Background: an optimization exercise with open tools, aiming at small area. Do not read the settings as production practice.
Where RTL was checked, it was by simulation tests only, not by an equivalence proof against the original.
Power figures rest on the tool's default switching activity, not on a simulated workload.

== 07-13 ==
## MIPS_ALU
module MIPS_ALU (
    input clk,
    input pipeline_flush_i,
    input r_type_i,
    input [6 - 1 : 0] opcode_i,
    input [6 - 1 : 0] funct_i,
    input [32 - 1 : 0] alu_input1_i,
    input [32 - 1 : 0] alu_input2_i,
    input [32 - 1 : 0] pc_i,
    output overflow_o,
    output zero_o,
    output negative_o,
    output [32 - 1 : 0] alu_result_o
);
    reg overflow;
    reg zero;
    reg negative;
    reg [32 - 1 : 0] alu_result;
    assign alu_result_o = alu_result;
    assign overflow_o = overflow;
    assign zero_o = zero;
    assign negative_o = negative;
    wire [31:0] a = alu_input1_i;
    wire [31:0] b = alu_input2_i;
    wire [5:0] f = funct_i;
    wire [5:0] o = opcode_i;
    wire r_add  = r_type_i & (f == 6'h20);
    wire r_addu = r_type_i & (f == 6'h21);
    wire r_sub  = r_type_i & (f == 6'h22);
    wire r_subu = r_type_i & (f == 6'h23);
    wire r_and  = r_type_i & (f == 6'h24);
    wire r_or   = r_type_i & (f == 6'h25);
    wire r_xor  = r_type_i & (f == 6'h26);
    wire r_nor  = r_type_i & (f == 6'h27);
    wire r_sll  = r_type_i & (f[5:3] == 3'b000) & (f[1:0] == 2'b00);
    wire r_srl  = r_type_i & (f[5:3] == 3'b000) & (f[1:0] == 2'b10);
    wire r_sra  = r_type_i & (f[5:3] == 3'b000) & (f[1:0] == 2'b11);
    wire r_slt  = r_type_i & (f == 6'h2A);
    wire r_jr   = r_type_i & (f == 6'h08);
    wire i_addi  = ~r_type_i & (o == 6'h08);
    wire i_addiu = ~r_type_i & (o == 6'h09);
    wire i_andi  = ~r_type_i & (o == 6'h0C);
    wire i_ori   = ~r_type_i & (o == 6'h0D);
    wire i_xori  = ~r_type_i & (o == 6'h0E);
    wire i_beq   = ~r_type_i & (o == 6'h04);
    wire i_bne   = ~r_type_i & (o == 6'h05);
    wire i_lw    = ~r_type_i & (o == 6'h23);
    wire i_sw    = ~r_type_i & (o == 6'h2B);
    wire op_add  = r_add | r_addu | r_sub | r_subu | i_addi | i_addiu | i_lw | i_sw;
    wire op_and  = r_and | i_andi;
    wire op_or   = r_or | i_ori;
    wire op_xor  = r_xor | i_xori;
    wire op_nor  = r_nor;
    wire op_shr  = r_srl | r_sra | r_jr;
    wire op_shl  = r_sll;
    wire op_cmp  = r_slt | i_beq | i_bne;
  ...
For scale: about 780 cells after synthesis, roughly 35 flip-flops, ~150 I/O pins, roughly 5300 um2 of cells after synthesis.
==> module MIPS_ALU, before the edit <==
module MIPS_ALU (
    input clk,
    input pipeline_flush_i,
    input r_type_i,
    input [6 - 1 : 0] opcode_i,
    input [6 - 1 : 0] funct_i,
    input [32 - 1 : 0] alu_input1_i,
    input [32 - 1 : 0] alu_input2_i,
    input [32 - 1 : 0] pc_i,
    output overflow_o,
    output zero_o,
    output negative_o,
    output [32 - 1 : 0] alu_result_o
);
    reg overflow;
    reg zero;
    reg negative;
    reg [32 - 1 : 0] alu_result;
    assign alu_result_o = alu_result;
    assign overflow_o = overflow;
    assign zero_o = zero;
    assign negative_o = negative;
    wire [31:0] a = alu_input1_i;
    wire [31:0] b = alu_input2_i;
    wire [5:0] f = funct_i;
    wire [5:0] o = opcode_i;
    wire r_add  = r_type_i & (f == 6'h20);
    wire r_addu = r_type_i & (f == 6'h21);
    wire r_sub  = r_type_i & (f == 6'h22);
    wire r_subu = r_type_i & (f == 6'h23);
    wire r_and  = r_type_i & (f == 6'h24);
    wire r_or   = r_type_i & (f == 6'h25);
    wire r_xor  = r_type_i & (f == 6'h26);
    wire r_nor  = r_type_i & (f == 6'h27);
    wire r_sll  = r_type_i & (f[5:3] == 3'b000) & (f[1:0] == 2'b00);
    wire r_srl  = r_type_i & (f[5:3] == 3'b000) & (f[1:0] == 2'b10);
    wire r_sra  = r_type_i & (f[5:3] == 3'b000) & (f[1:0] == 2'b11);
    wire r_slt  = r_type_i & (f == 6'h2A);
    wire r_jr   = r_type_i & (f == 6'h08);
    wire i_addi  = ~r_type_i & (o == 6'h08);
    wire i_addiu = ~r_type_i & (o == 6'h09);
    wire i_andi  = ~r_type_i & (o == 6'h0C);
    wire i_ori   = ~r_type_i & (o == 6'h0D);
    wire i_xori  = ~r_type_i & (o == 6'h0E);
    wire i_beq   = ~r_type_i & (o == 6'h04);
    wire i_bne   = ~r_type_i & (o == 6'h05);
    wire i_lw    = ~r_type_i & (o == 6'h23);
    wire i_sw    = ~r_type_i & (o == 6'h2B);
    wire op_add  = r_add | r_addu | r_sub | r_subu | i_addi | i_addiu | i_lw | i_sw;
    wire op_and  = r_and | i_andi;
    wire op_or   = r_or | i_ori;
    wire op_xor  = r_xor | i_xori;
    wire op_nor  = r_nor;
    wire op_shr  = r_srl | r_sra | r_jr;
    wire op_shl  = r_sll;
    wire op_cmp  = r_slt | i_beq | i_bne;
    wire sub     = r_sub | r_subu | r_slt | i_beq | i_bne;
    wire wr_res  = op_add | op_and | op_or | op_xor | op_nor | op_shr | op_shl | op_cmp;
    wire wr_ov   = r_add | r_sub | i_addi;
    wire [31:0] bx = b ^ {32{sub}};
    wire [31:0] p = a ^ bx;
    wire [31:0] g = a & bx;
    wire [31:0] gk = g & {32{op_add | r_slt}};
    genvar i, k;
    wire [32:0] c;
    assign c[0] = sub;   
    wire [7:0] G, P;
    wire [8:0] cg;
    assign cg[0] = c[0];
    generate for (k = 0; k < 8; k = k + 1) begin : g_grp
        wire [3:0] gg = gk[4*k+3:4*k];
        wire [3:0] pp = p[4*k+3:4*k];
        assign G[k] = gg[3] | (pp[3] & gg[2]) | (pp[3] & pp[2] & gg[1]) | (pp[3] & pp[2] & pp[1] & gg[0]);
        assign P[k] = &pp;
        wire ci = cg[k];
        assign c[4*k] = ci;
        assign c[4*k+1] = gg[0] | (pp[0] & ci);
        assign c[4*k+2] = gg[1] | (pp[1] & gg[0]) | (pp[1] & pp[0] & ci);
        assign c[4*k+3] = gg[2] | (pp[2] & gg[1]) | (pp[2] & pp[1] & gg[0]) | (pp[2] & pp[1] & pp[0] & ci);
    end endgenerate
    generate for (k = 0; k < 2; k = k + 1) begin : g_sup
        wire ci = cg[4*k];
        assign cg[4*k+1] = G[4*k] | (P[4*k] & ci);
        assign cg[4*k+2] = G[4*k+1] | (P[4*k+1] & G[4*k]) | (P[4*k+1] & P[4*k] & ci);
        assign cg[4*k+3] = G[4*k+2] | (P[4*k+2] & G[4*k+1]) | (P[4*k+2] & P[4*k+1] & G[4*k]) | (P[4*k+2] & P[4*k+1] & P[4*k] & ci);
        assign cg[4*k+4] = G[4*k+3] | (P[4*k+3] & G[4*k+2]) | (P[4*k+3] & P[4*k+2] & G[4*k+1]) | (P[4*k+3] & P[4*k+2] & P[4*k+1] & G[4*k]) | (P[4*k+3] & P[4*k+2] & P[4*k+1] & P[4*k] & ci);
    end endgenerate
    assign c[32] = cg[8];
    wire [31:0] r = p ^ c[31:0];
    wire ov_add = (~r[31] & a[31] & b[31]) | (r[31] & ~a[31] & ~b[31]);
    wire ov_sub = (~r[31] & ~a[31] & b[31]) | (r[31] & a[31] & ~b[31]);
    wire ov = r_add | i_addi ? ov_add : ov_sub;
    wire lt = (a[31] ^ b[31]) ? a[31] : r[31];
    wire eq = &p;
    wire [4:0] sh = b[4:0] & {5{~r_jr}};
    wire fill = r_sra & a[31];
    wire [31:0] x;
    generate for (i = 0; i < 32; i = i + 1) begin : g_rev_in
        assign x[i] = op_shl ? a[31 - i] : a[i];
    end endgenerate
    wire [31:0] z = $signed({fill, x}) >>> sh;
    wire [31:0] zl;
    generate for (i = 0; i < 32; i = i + 1) begin : g_rev_out
        assign zl[i] = z[31 - i];
    end endgenerate
    wire cmp_bit = r_slt ? lt : (eq ^ i_bne);
    wire [31:0] res =
          ({32{op_add | op_xor | op_or}} & r)
        | ({32{op_and | op_or}} & g)
        | ({32{op_nor}} & ~(p | g))
        | ({32{op_shr}} & z)
        | ({32{op_shl}} & zl)
        | {31'b0, op_cmp & cmp_bit};
    wire hold = ~wr_res;
    always @(posedge clk) begin
        alu_result <= res | ({32{hold}} & alu_result);
        overflow <= (wr_ov & ov) | (~wr_ov & overflow);
        zero <= ((i_beq | i_bne) & eq) | (~(i_beq | i_bne) & zero);
        negative <= (r_slt & lt) | (~r_slt & negative);
    end
endmodule
clock: 6.0 ns
lec_check: 0
cap_margin: 10
core_margin: 2
core_utilization: 55
gpl_timing_driven: 0
slew_margin: 10
standard.sh (not shown) runs the stock make flow with config.mk's settings and CLKGATE_MAP_FILE= SYNTH_SCRIPT=/design/flow/synth_recipe.tcl, a recipe that flattens the netlist after the stock synthesis.
==> flow/flow/run.sh <==
#!/bin/bash
# Own layout flow: the standard flow (standard.sh), with
#  - an area-oriented ABC mapping script for synthesis (flow/abc_area.script),
#  - port buffers built from the smallest buffer cell,
#  - no full-adder extraction before ABC,
#  - a small clock tree (small clock buffers, no dummy loads),
#  - power recovery (gate downsizing) after global routing.
# Each tool's full output stays in the ORFS logs under orfs/logs; make's output goes to make.log.
set -uo pipefail
W=$(pwd)
rm -rf "$W/scripts_local"
cp -r "$FLOW_HOME/scripts" "$W/scripts_local"
cp "$W/flow/abc_area.script" "$W/scripts_local/abc_area.script"
bash standard.sh SCRIPTS_DIR="$W/scripts_local" ABC_AREA=1 \
  "BUFFER_PORTS_ARGS=-buffer_cell sky130_fd_sc_hd__buf_1" \
  "CTS_ARGS=-sink_clustering_enable -repair_clock_nets -sink_clustering_size 12 -buf_list {sky130_fd_sc_hd__clkbuf_8} -root_buf sky130_fd_sc_hd__clkbuf_8 -dont_use_dummy_load" \
  RECOVER_POWER=100 ADDER_MAP_FILE= finish > "$W/make.log" 2>&1
rc=$?
tail -40 "$W/make.log"
exit $rc
==> flow/flow/abc_area.script <==
&get -n
&st
&dch
&nf -R 1000 -p
&put
topo
stime -c
Modified inputs, 06-05 compared to 07-13
diff --git a/flow/design.v b/flow/design.v
--- a/flow/design.v
+++ b/flow/design.v
@@ -115,7 +115,7 @@
     always @(posedge clk) begin
         alu_result <= res | ({32{hold}} & alu_result);
-        overflow <= (wr_ov & ov) | (~wr_ov & overflow);
-        zero <= ((i_beq | i_bne) & eq) | (~(i_beq | i_bne) & zero);
-        negative <= (r_slt & lt) | (~r_slt & negative);
+        if (wr_ov) overflow <= ov;
+        if (i_beq | i_bne) zero <= eq;
+        if (r_slt) negative <= lt;
     end
 endmodule
## What came out
In 06-05 the implementation ran to completion but is not tape-out ready, as the final checks report capacitance limit, slew limit.
Going from 07-13 to 06-05, the multi-input combinational cell count was found to have gone up by 23.
Re compound-gate portion of the synthesized area: 06-05 and 07-13 aren't equal, and the higher value belongs to 07-13.
Going from 07-13 to 06-05, sequential share of cell area held, largest net degree at the start of global routing did not really move, ratio of routed vias to standard cells went down by 4.0%.
Compared with 07-13, 06-05 shows a higher worst reg-to-reg path cell count.
Re final-report max-slew violation count: 06-05 and 07-13 aren't equal, and the lower value belongs to 07-13.
Changes observed in 06-05 relative to 07-13: synthesized cell count now sits higher, y dimension of the die now sits at about the same level, total power of the final layout now sits lower.
06-05 — clock network fraction of total power 0.4 points lower, 07-13 as reference
Taking 07-13 as the reference, in 06-05 peak per-stage delay on the critical path saw an increase, portion of the clock cycle consumed by the worst path in the final layout saw a decrease.
No functional check of the RTL was part of 07-13.

[re-timing with driven ports]
In the flow no input, the clock included, has a driving cell. The finished layouts below were timed again as built, in two steps.
Step 1 (the two cells are an assumption about what drives the block):
set clk [get_ports {clk}]
set_driving_cell -lib_cell sky130_fd_sc_hd__clkbuf_16 $clk
set_driving_cell -lib_cell sky130_fd_sc_hd__buf_2 [delete_from_list [all_inputs] $clk]
Step 2 adds t to the input delays and takes it off the output delays; t is the mean of the earliest and latest rising clock arrival at the registers after step 1. Input paths then give back, and output paths get back, about the clock's delay inside the block.
Slacks: no drivers / after step 1 / after step 2; pairs: no drivers / after step 1.
| run | t, ns | setup slack, ns | hold WS [ns] | worst setup path after step 2 |
|---|---|---|---|---|
| 07-13 | 0.337 | 0.137 / 0.155 / -0.182 | 0.451 / 0.451 / 0.451 | input to register |
| 06-05 | 0.340 | 0.277 / 0.283 / -0.056 | 0.455 / 0.455 / 0.455 | input to register |
The setup slack of 06-05, which loses most, moves by +0.006 ns with the drivers and by -0.333 ns with both steps.
